This is an optimization exercise on Yosys and OpenROAD, whose aim is small area, not a production implementation. The RTL was checked by simulation tests, not by an equivalence proof against the original design.

<file path="design.v">
`timescale 1ns/100ps
module aoi222 (input a0, b0, a1, b1, a2, b2, output y);
  assign y = ~((a0 & b0) | (a1 & b1) | (a2 & b2));
endmodule
module nand2 (input a, b, output y);
  assign y = ~(a & b);
endmodule
module nand3 (input a, b, c, output y);
  assign y = ~(a & b & c);
endmodule
module nand4 (input a, b, c, d, output y);
  assign y = ~(a & b & c & d);
endmodule
module or3 (input a, b, c, output y);
  assign y = a | b | c;
endmodule
`timescale 1ns/100ps
module ifu (
  input  [29:0] pc_i,
  output [29:0] next_pc_o
);
  assign next_pc_o = pc_i + 30'd1;
endmodule
`timescale 1ns/100ps
module rf_read (
  input  [991:0] data_i,    
  input  [ 31:1] valid_i,
  input  [  4:0] addr_i,
  output [ 31:0] data_o
);
  wire [31:1] sel_s;
  genvar i, j;
  generate
    for (i = 1; i < 32; i = i + 1) begin : g_sel
      assign sel_s[i] = valid_i[i] & (addr_i == i);
    end
    for (j = 0; j < 32; j = j + 1) begin : g_bit
      wire [31:1] col_s;
      for (i = 1; i < 32; i = i + 1) begin : g_col
        assign col_s[i] = data_i[32*(i-1)+j];
      end
      rdmux31 u_mux(.sel_i(sel_s), .d_i(col_s), .q_o(data_o[j]));
    end
  endgenerate
endmodule
module rdmux31 (
  input  [31:1] sel_i,
  input  [31:1] d_i,
  output        q_o
);
  wire [10:0] n_s;
  wire [ 2:0] m_s;
  genvar k;
  generate
    for (k = 0; k < 10; k = k + 1) begin : g_aoi
      aoi222 u_aoi(.a0(sel_i[3*k+1]), .b0(d_i[3*k+1]),
                   .a1(sel_i[3*k+2]), .b1(d_i[3*k+2]),
                   .a2(sel_i[3*k+3]), .b2(d_i[3*k+3]), .y(n_s[k]));
    end
  endgenerate
  nand2 u_last(.a(sel_i[31]), .b(d_i[31]), .y(n_s[10]));
  nand4 u_m0(.a(n_s[0]), .b(n_s[1]), .c(n_s[2]), .d(n_s[3]), .y(m_s[0]));
  nand4 u_m1(.a(n_s[4]), .b(n_s[5]), .c(n_s[6]), .d(n_s[7]), .y(m_s[1]));
  nand3 u_m2(.a(n_s[8]), .b(n_s[9]), .c(n_s[10]), .y(m_s[2]));
  or3   u_o (.a(m_s[0]), .b(m_s[1]), .c(m_s[2]), .y(q_o));
endmodule
`timescale 1ns/100ps
module decode (
  input  [31:0] instruction_i,
  input  [31:0] rs2_data_i,
  output        load_en_o,    
  output        ld_addr_o,    
  output        sub_o,        
  output        sra_o,        
  output        f_add_o,      
  output        f_sll_o,      
  output        f_sr_o,       
  output        f_p_o,        
  output        f_g_o,        
  output        f_slt_o,      
  output        f_sltu_o,     
  output [31:0] operand2_o
);
  wire [6:0] opcode_s = instruction_i[6:0];
  wire [2:0] f3_s     = instruction_i[14:12];
  wire       is_op_s  = (opcode_s == 7'b0110011);
  wire       is_imm_s = (opcode_s == 7'b0010011);
  wire       alt_s    = instruction_i[30] &
                        (is_op_s | (is_imm_s & (f3_s == 3'b101)));
  assign load_en_o = (opcode_s == 7'b0000011);
  assign ld_addr_o = load_en_o & (f3_s == 3'b010);
  assign sub_o     = ((f3_s == 3'b000) & alt_s) | (f3_s == 3'b011) |
                     ((f3_s == 3'b010) & ~load_en_o);
  assign sra_o     = alt_s & (f3_s == 3'b101);
  assign f_add_o  = (f3_s == 3'b000);
  assign f_sll_o  = (f3_s == 3'b001);
  assign f_slt_o  = (f3_s == 3'b010);
  assign f_sltu_o = (f3_s == 3'b011);
  assign f_sr_o   = (f3_s == 3'b101);
  assign f_p_o    = (f3_s == 3'b100) | (f3_s == 3'b110);
  assign f_g_o    = (f3_s == 3'b110) | (f3_s == 3'b111);
  assign operand2_o = (is_imm_s | ld_addr_o) ? {{20{instruction_i[31]}}, instruction_i[31:20]} :
                      is_op_s                ? rs2_data_i : 32'd0;
endmodule
`timescale 1ns/100ps
module alu (
  input         sub_i,
  input         ld_addr_i,
  input         sra_i,
  input         f_add_i,
  input         f_sll_i,
  input         f_sr_i,
  input         f_p_i,
  input         f_g_i,
  input         f_slt_i,
  input         f_sltu_i,
  input  [31:0] rs1_data_i,
  input  [31:0] operand2_i,
  output [31:0] sum_o,
  output [31:0] alu_result_o
);
  wire [31:0] a  = rs1_data_i;
  wire [31:0] b  = operand2_i ^ {32{sub_i}};
  wire [31:0] p  = a ^ b;
  wire [31:0] g  = a & b;
  wire [32:0] c;
  assign c[0] = sub_i;
  genvar k;
  generate
    for (k = 0; k < 8; k = k + 1) begin : g_blk
      wire [3:0] bp = p[4*k+3:4*k];
      wire [3:0] bg = g[4*k+3:4*k];
      wire       blk_p = &bp;
      wire       blk_g = bg[3] | (bp[3] & bg[2]) | (bp[3] & bp[2] & bg[1]) |
                         (bp[3] & bp[2] & bp[1] & bg[0]);
      assign c[4*k+1] = bg[0] | (bp[0] & c[4*k]);
      assign c[4*k+2] = bg[1] | (bp[1] & c[4*k+1]);
      assign c[4*k+3] = bg[2] | (bp[2] & c[4*k+2]);
      assign c[4*k+4] = blk_g | (blk_p & c[4*k]);
    end
  endgenerate
  assign sum_o = p ^ c[31:0];
  wire lt_s  = ld_addr_i ? a[31] :
               ((a[31] ^ operand2_i[31]) ? a[31] : sum_o[31]);
  wire ltu_s = ~c[32];
  function automatic [31:0] rev32(input [31:0] v);
    integer n;
    for (n = 0; n < 32; n = n + 1) rev32[n] = v[31-n];
  endfunction
  wire        fill_s = sra_i & a[31];
  wire [31:0] shin_s = f_sll_i ? rev32(a) : a;
  wire [63:0] shx_s  = {{32{fill_s}}, shin_s} >> operand2_i[4:0];
  wire [31:0] sr_s   = shx_s[31:0];
  wire [31:0] sl_s   = rev32(sr_s);
  assign alu_result_o = ({32{f_add_i}} & sum_o) |
                        ({32{f_p_i}}   & p) |
                        ({32{f_g_i}}   & g) |
                        ({32{f_sll_i}} & sl_s) |
                        ({32{f_sr_i}}  & sr_s) |
                        {31'd0, (f_slt_i & lt_s) | (f_sltu_i & ltu_s)};
endmodule
`timescale 1ns/100ps
module ld_st_unit (
  input         ld_addr_i,
  input  [31:0] sum_i,
  output [31:0] ld_address_o
);
  assign ld_address_o = {32{ld_addr_i}} & sum_i;
endmodule
`timescale 1ns/100ps
module cpu_top(
  input         clk_i,
  input         rst_n_i,
  input         wr_en_i,
  input  [31:0] instr_i,
  input  [31:0] mem_rdata_i,
  output [31:0] pc_o,
  output [31:0] mem_addr_o,
  output        mem_rd_o,
  output [31:0] alu_result_o,
  output        z_flag_o
);
  reg  [29:0] pc_q;
  wire [29:0] next_pc_s;
  always @(posedge clk_i or negedge rst_n_i)
    if (!rst_n_i)
      pc_q <= 30'd0;
    else
      pc_q <= next_pc_s;
  ifu i_ifu(.pc_i(pc_q), .next_pc_o(next_pc_s));
  assign pc_o = {pc_q, 2'b00};
  wire [ 4:0] rd_s = instr_i[11:7];
  wire [31:0] wdata_s;
  wire [991:0] rf_data_s;
  reg  [ 31:1] valid_q;
  genvar i;
  generate
    for (i = 1; i < 32; i = i + 1) begin : g_reg
      reg  [31:0] x_q;
      wire        we_s = wr_en_i & (rd_s == i);
      always @(posedge clk_i)
        if (we_s)
          x_q <= wdata_s;
      always @(posedge clk_i or negedge rst_n_i)
        if (!rst_n_i)
          valid_q[i] <= 1'b0;
        else if (we_s)
          valid_q[i] <= 1'b1;
      assign rf_data_s[32*(i-1) +: 32] = x_q;
    end
  endgenerate
  wire [31:0] rs1_data_s, rs2_data_s;
  rf_read i_rd1(.data_i(rf_data_s), .valid_i(valid_q), .addr_i(instr_i[19:15]), .data_o(rs1_data_s));
  rf_read i_rd2(.data_i(rf_data_s), .valid_i(valid_q), .addr_i(instr_i[24:20]), .data_o(rs2_data_s));
  wire        load_en_s, ld_addr_s, sub_s, sra_s;
  wire        f_add_s, f_sll_s, f_sr_s, f_p_s, f_g_s, f_slt_s, f_sltu_s;
  wire [31:0] operand2_s, sum_s, alu_result_s;
  decode i_decode(
    .instruction_i (instr_i),
    .rs2_data_i    (rs2_data_s),
    .load_en_o     (load_en_s),
    .ld_addr_o     (ld_addr_s),
    .sub_o         (sub_s),
    .sra_o         (sra_s),
    .f_add_o       (f_add_s),
    .f_sll_o       (f_sll_s),
    .f_sr_o        (f_sr_s),
    .f_p_o         (f_p_s),
    .f_g_o         (f_g_s),
    .f_slt_o       (f_slt_s),
    .f_sltu_o      (f_sltu_s),
    .operand2_o    (operand2_s)
  );
  alu i_alu(
    .sub_i        (sub_s),
    .ld_addr_i    (ld_addr_s),
    .sra_i        (sra_s),
    .f_add_i      (f_add_s),
    .f_sll_i      (f_sll_s),
    .f_sr_i       (f_sr_s),
    .f_p_i        (f_p_s),
    .f_g_i        (f_g_s),
    .f_slt_i      (f_slt_s),
    .f_sltu_i     (f_sltu_s),
    .rs1_data_i   (rs1_data_s),
    .operand2_i   (operand2_s),
    .sum_o        (sum_s),
    .alu_result_o (alu_result_s)
  );
  ld_st_unit i_ld_st_unit(
    .ld_addr_i    (ld_addr_s),
    .sum_i        (sum_s),
    .ld_address_o (mem_addr_o)
  );
  assign wdata_s      = load_en_s ? mem_rdata_i : alu_result_s;
  assign alu_result_o = alu_result_s;
  assign z_flag_o     = ~(|alu_result_s);
  assign mem_rd_o     = load_en_s;
endmodule
</file>
<file path="run.sh">
#!/bin/bash
# synth_recipe.tcl (not shown) runs the flow's synth.tcl, then flattens the netlist and writes it again
# the make line also repeats each setting of config.mk as NAME=value (left out here)
make -C /OpenROAD-flow-scripts/flow DESIGN_CONFIG=/design/flow/config.mk WORK_HOME=/design/flow/orfs CLKGATE_MAP_FILE= SYNTH_SCRIPT=/design/flow/synth_recipe.tcl finish
</file>
<file path="config.mk">
export PLATFORM = sky130hd
export DESIGN_NAME = cpu_top
export DESIGN_NICKNAME = cpu_top
export VERILOG_FILES = /design/flow/design.v
export SDC_FILE = /design/flow/constraint.sdc
export NUM_CORES = 4
export LEC_CHECK = 0
export CAP_MARGIN = 20
export CORE_MARGIN = 2
export CORE_UTILIZATION = 45
export PLACE_DENSITY = 0.6
export SETUP_SLACK_MARGIN = 0.5
export SLEW_MARGIN = 20
export SYNTH_HIERARCHICAL = 1
</file>
<file path="constraint.sdc">
create_clock -name core_clock -period 14.0 [get_ports {clk_i}]
set_input_delay 2.8000 -clock core_clock [delete_from_list [all_inputs] [get_ports {clk_i}]]
set_output_delay 2.8000 -clock core_clock [all_outputs]
set_load 0.01 [all_outputs]
</file>
==> impl_metrics.ini <==
[status]
status = timing/DRC/antenna clean

[cts]
clk_latency_ps = 700
ctsHoldBuffers = 0
clock_sinks = 1053
cts-htree-levels = 3
clk_pin_slew_ps = 60
clockRootBuffer = clkbuf_16
post_cts_buffers = 0
clock_path_buffers = 3
cts_tree = done
cts_buffers = 107

[timing]
fin_crit_ps = 13230
setup_ws_ps = 772
rsz0062_at_grt = true
drv_slew = 0
fmax_ghz = 0.0756
tightest_slew_ps = 1180
clock_skew_ps = 38.8
hold_viol_final = 0
relSlewSlack_pct = 21.2
setup_tns_ps = 0
finalCritPeriodShare_pct = 94.5
final-setup-viol-count = 0

[power_and_ir_drop]
powerDensity_mw_per_mm2 = 134
power_mw = 7.57
vdd_drop_max_uv = 106
power_leakage_nw = 19.2

[yosys]
ys_seq_area_share_pct = 66.2
synth-edff-count = 992
ys_async_sr_fraction_pct = 5.79
synthFlopType = edfxtp_1
synthCells = 2970
synth_most_common_cell = edfxtp_1
yosysTopAreaCell = edfxtp_1
synth_area_sq_mm = 0.0473
synth_top_area_share_pct = 63.0
netlist_top_cells_area = edfxtp_1, a222oi_1, dfrtp_1
ys_seq_elements = 1053
avgSynthCellArea_sq_um = 15.9
synth_common_cells = edfxtp_1, a222oi_1, nand2_1, nand4_1, nand3_1
synth_cell_types = 74
yosysWarnings = 8

[finish]
drive_above_1_share_pct = 19.4
fin_util_pct = 54.3
layout.nets = 3582
syn_to_final_growth_pct = 19.4

[routing]
routed-via-count = 37100
routedWlPerCell_microns = 38.7
routed_via_density = 7.51
routed_wl_mm = 191
drt-pass1-iter-count = 14
ant_nets = 0
route.detailed.drc = 0
drt_iter0_drc = 8962

[floorplanning]
rows = 118
die_w_microns = 328
core_sq_mm = 0.104
die_area_sq_mm = 0.108
start_util_pct = 45.5
dieHeight_microns = 328
ios = 165

[setup_path]
crit_fanout = 15
arrival_ps = 10430
start_kind = input pin
cp-end-kind = output port
ff2ff_setup_slack_ps = 6360
required_ps = 11200
crit_type = in -> out

[grt]
use_met2_pct = 53.6
top_usage_layer = met2
use_met1_pct = 45.1
grt_pass1_wl_mm = 267
grtUsageMet3_pct = 9.17
grt_pass1_vias = 36000
grt_start_max_net_pins = 62
grt-ovfl-total = 0
antenna_found_initial = 13
grt_usage_pct = 34.7

[min_path]
hold_class = reg -> reg

[placement]
hpwl_mm = 130
io_buffers = 162
routabilityCongestion = 1.04
pre_cts_slack_ps = -148

[run]
cap_viol_max_count = 0
[repair_timing]
| item | 4_1_cts | 5_1_grt |
|---|---|---|
| resized for setup | 19 | 24 |
| pin swaps | 4 | 9 |
| endpoints found under the setup margin | 2 | 2 |
[Yosys stat by module (local to each module, per instance), a selection]
module / area, sq um / flip-flops and latches
nand2: 3.75 / 0
cpu_top: 32300 / 1053
decode: 749 / 0
aoi222: 10.0 / 0
nand3: 5.00 / 0
rf_read: 318 / 0
[power by group]
group | internal [mW] | switching, mW | total [mW]
Combinational | 0.326 | 0.731 | 1.06
Clock | 1.64 | 1.22 | 2.86
Sequential | 3.63 | 0.0280 | 3.66
Total | 5.59 | 1.98 | 7.57
[final cells by class]
class | instances | area (sq um)
well taps | 1380 | 1730
inverters | 12 | 45.0
flip-flops and latches | 1053 | 31300
clock inverters | 73 | 729
clock buffers | 125 | 2770
multi-input cells | 1832 | 15900
fillers | 8419 | 47500
repair buffers | 453 | 3960
diodes | 8 | 20.0
[per-layer routing]
layer	part of all wire (%)	wire length, microns
met5	0.056	107
met4	6.3	12100
met3	14	26800
met2	45	85600
met1	35	66400
[flip-flops by register name (all words and copies together) (netlist names)]
name,cells
g.x_q,992
valid_q,31
pc_q,30
[per-stage QoR]
step	cells	instance area, sq um	hold slack (ps)
3_3_place_gp	4727	52800	458
6_report	4936	56400	487
5_1_grt	4929	56400	502
4_1_cts	4925	56300	479
2_1_floorplan	2971	47300	439
3_5_place_dp	4727	52800	464
[final timing paths]
path                       depth (start not counted)                     from                          to
max                                               25              instr_i[17]             alu_result_o[0]
min                                                1  valid_q[12]$_DFFE_PN0P_     valid_q[12]$_DFFE_PN0P_
min in group asynchronous                          2                  rst_n_i          pc_q[28]$_DFF_PN0_
max in group asynchronous                          2                  rst_n_i     valid_q[13]$_DFFE_PN0P_
max reg2reg                                       27  valid_q[19]$_DFFE_PN0P_  g_reg[23].x_q[0]$_DFFE_PP_
min reg2reg                                        1  valid_q[12]$_DFFE_PN0P_     valid_q[12]$_DFFE_PN0P_
[cell families after synthesis]
family | Yosys count | synth area share, %
compound gates | 831 | 16.4
xor+xnor | 70 | 1.30
fa+ha+maj | 56 | 1.85
buf+inv | 86 | 1.04
flops | 1053 | 66.2
mux | 165 | 4.73
other cells | 1 | 0.00793
simple gates | 708 | 8.46
[layout by cell type, fill, tap and decap left out, types with 15 or more instances in the layout]
cell type,Yosys,layout
a21oi_1,46,45
a222oi_1,669,669
and2_2,32,32
and3_1,70,51
and3_2,2,21
buf_4,10,276
clkbuf_1,30,17
clkbuf_16,0,108
clkdlybuf4s50_1,0,155
clkinv_1,0,30
clkinv_2,0,15
dfrtp_1,61,61
edfxtp_1,992,992
fa_1,23,23
ha_1,33,33
mux2_2,73,73
mux2i_1,50,50
mux4_2,27,27
nand2_1,142,142
nand3_1,82,82
nand4_1,142,142
nor2_1,78,42
nor2_4,0,36
o21ai_0,16,16
o21bai_1,16,16
or3_1,64,64
xnor2_1,19,19
xor2_1,51,48
[critical path, stage by stage]
cell and delay, ps:
clkdlybuf4s50_1 570, and3b_2 360, and3_1 510, buf_4 380
a222oi_1 570, nand4_1 450, or3_1 650, ha_1 400
a21o_1 170, a21oi_1 210, nand2_1 80, nor2_1 110
a21oi_1 130, fa_1 400, fa_1 400, fa_1 380
xor2_1 240, a21oi_1 100, o21ai_0 160, a22oi_1 90
nand2_1 160, a211oi_2 60, a21oi_4 260, buf_6 210
clkdlybuf4s50_1 560

-- static timing again, ports no longer ideal --
The results above use ideal ports. As a check the final layout listed here was re-extracted and re-timed, cells and wires unchanged.
Step 1: set_driving_cell puts a clkbuf_16 on clk_i and a buf_2 on each other input, an assumption about the parent block.
Step 2 adds t to the input delays and takes it off the output delays; t is the mean of the earliest and latest rising clock arrival at the registers after step 1. Input paths then give back, and output paths get back, about the clock's delay inside the block.
Three values: no drivers, after step 1, after step 2; two values: the first two.
shift t [ns]: 0.753
setup slack, ns: 0.772 / 0.728 / 0.728
latest minus earliest clock arrival (ns): 0.039 / 0.038
After both steps setup and hold are still met in this run. The setup slack of this run moves by -0.044 ns with the drivers and by -0.044 ns with both steps.
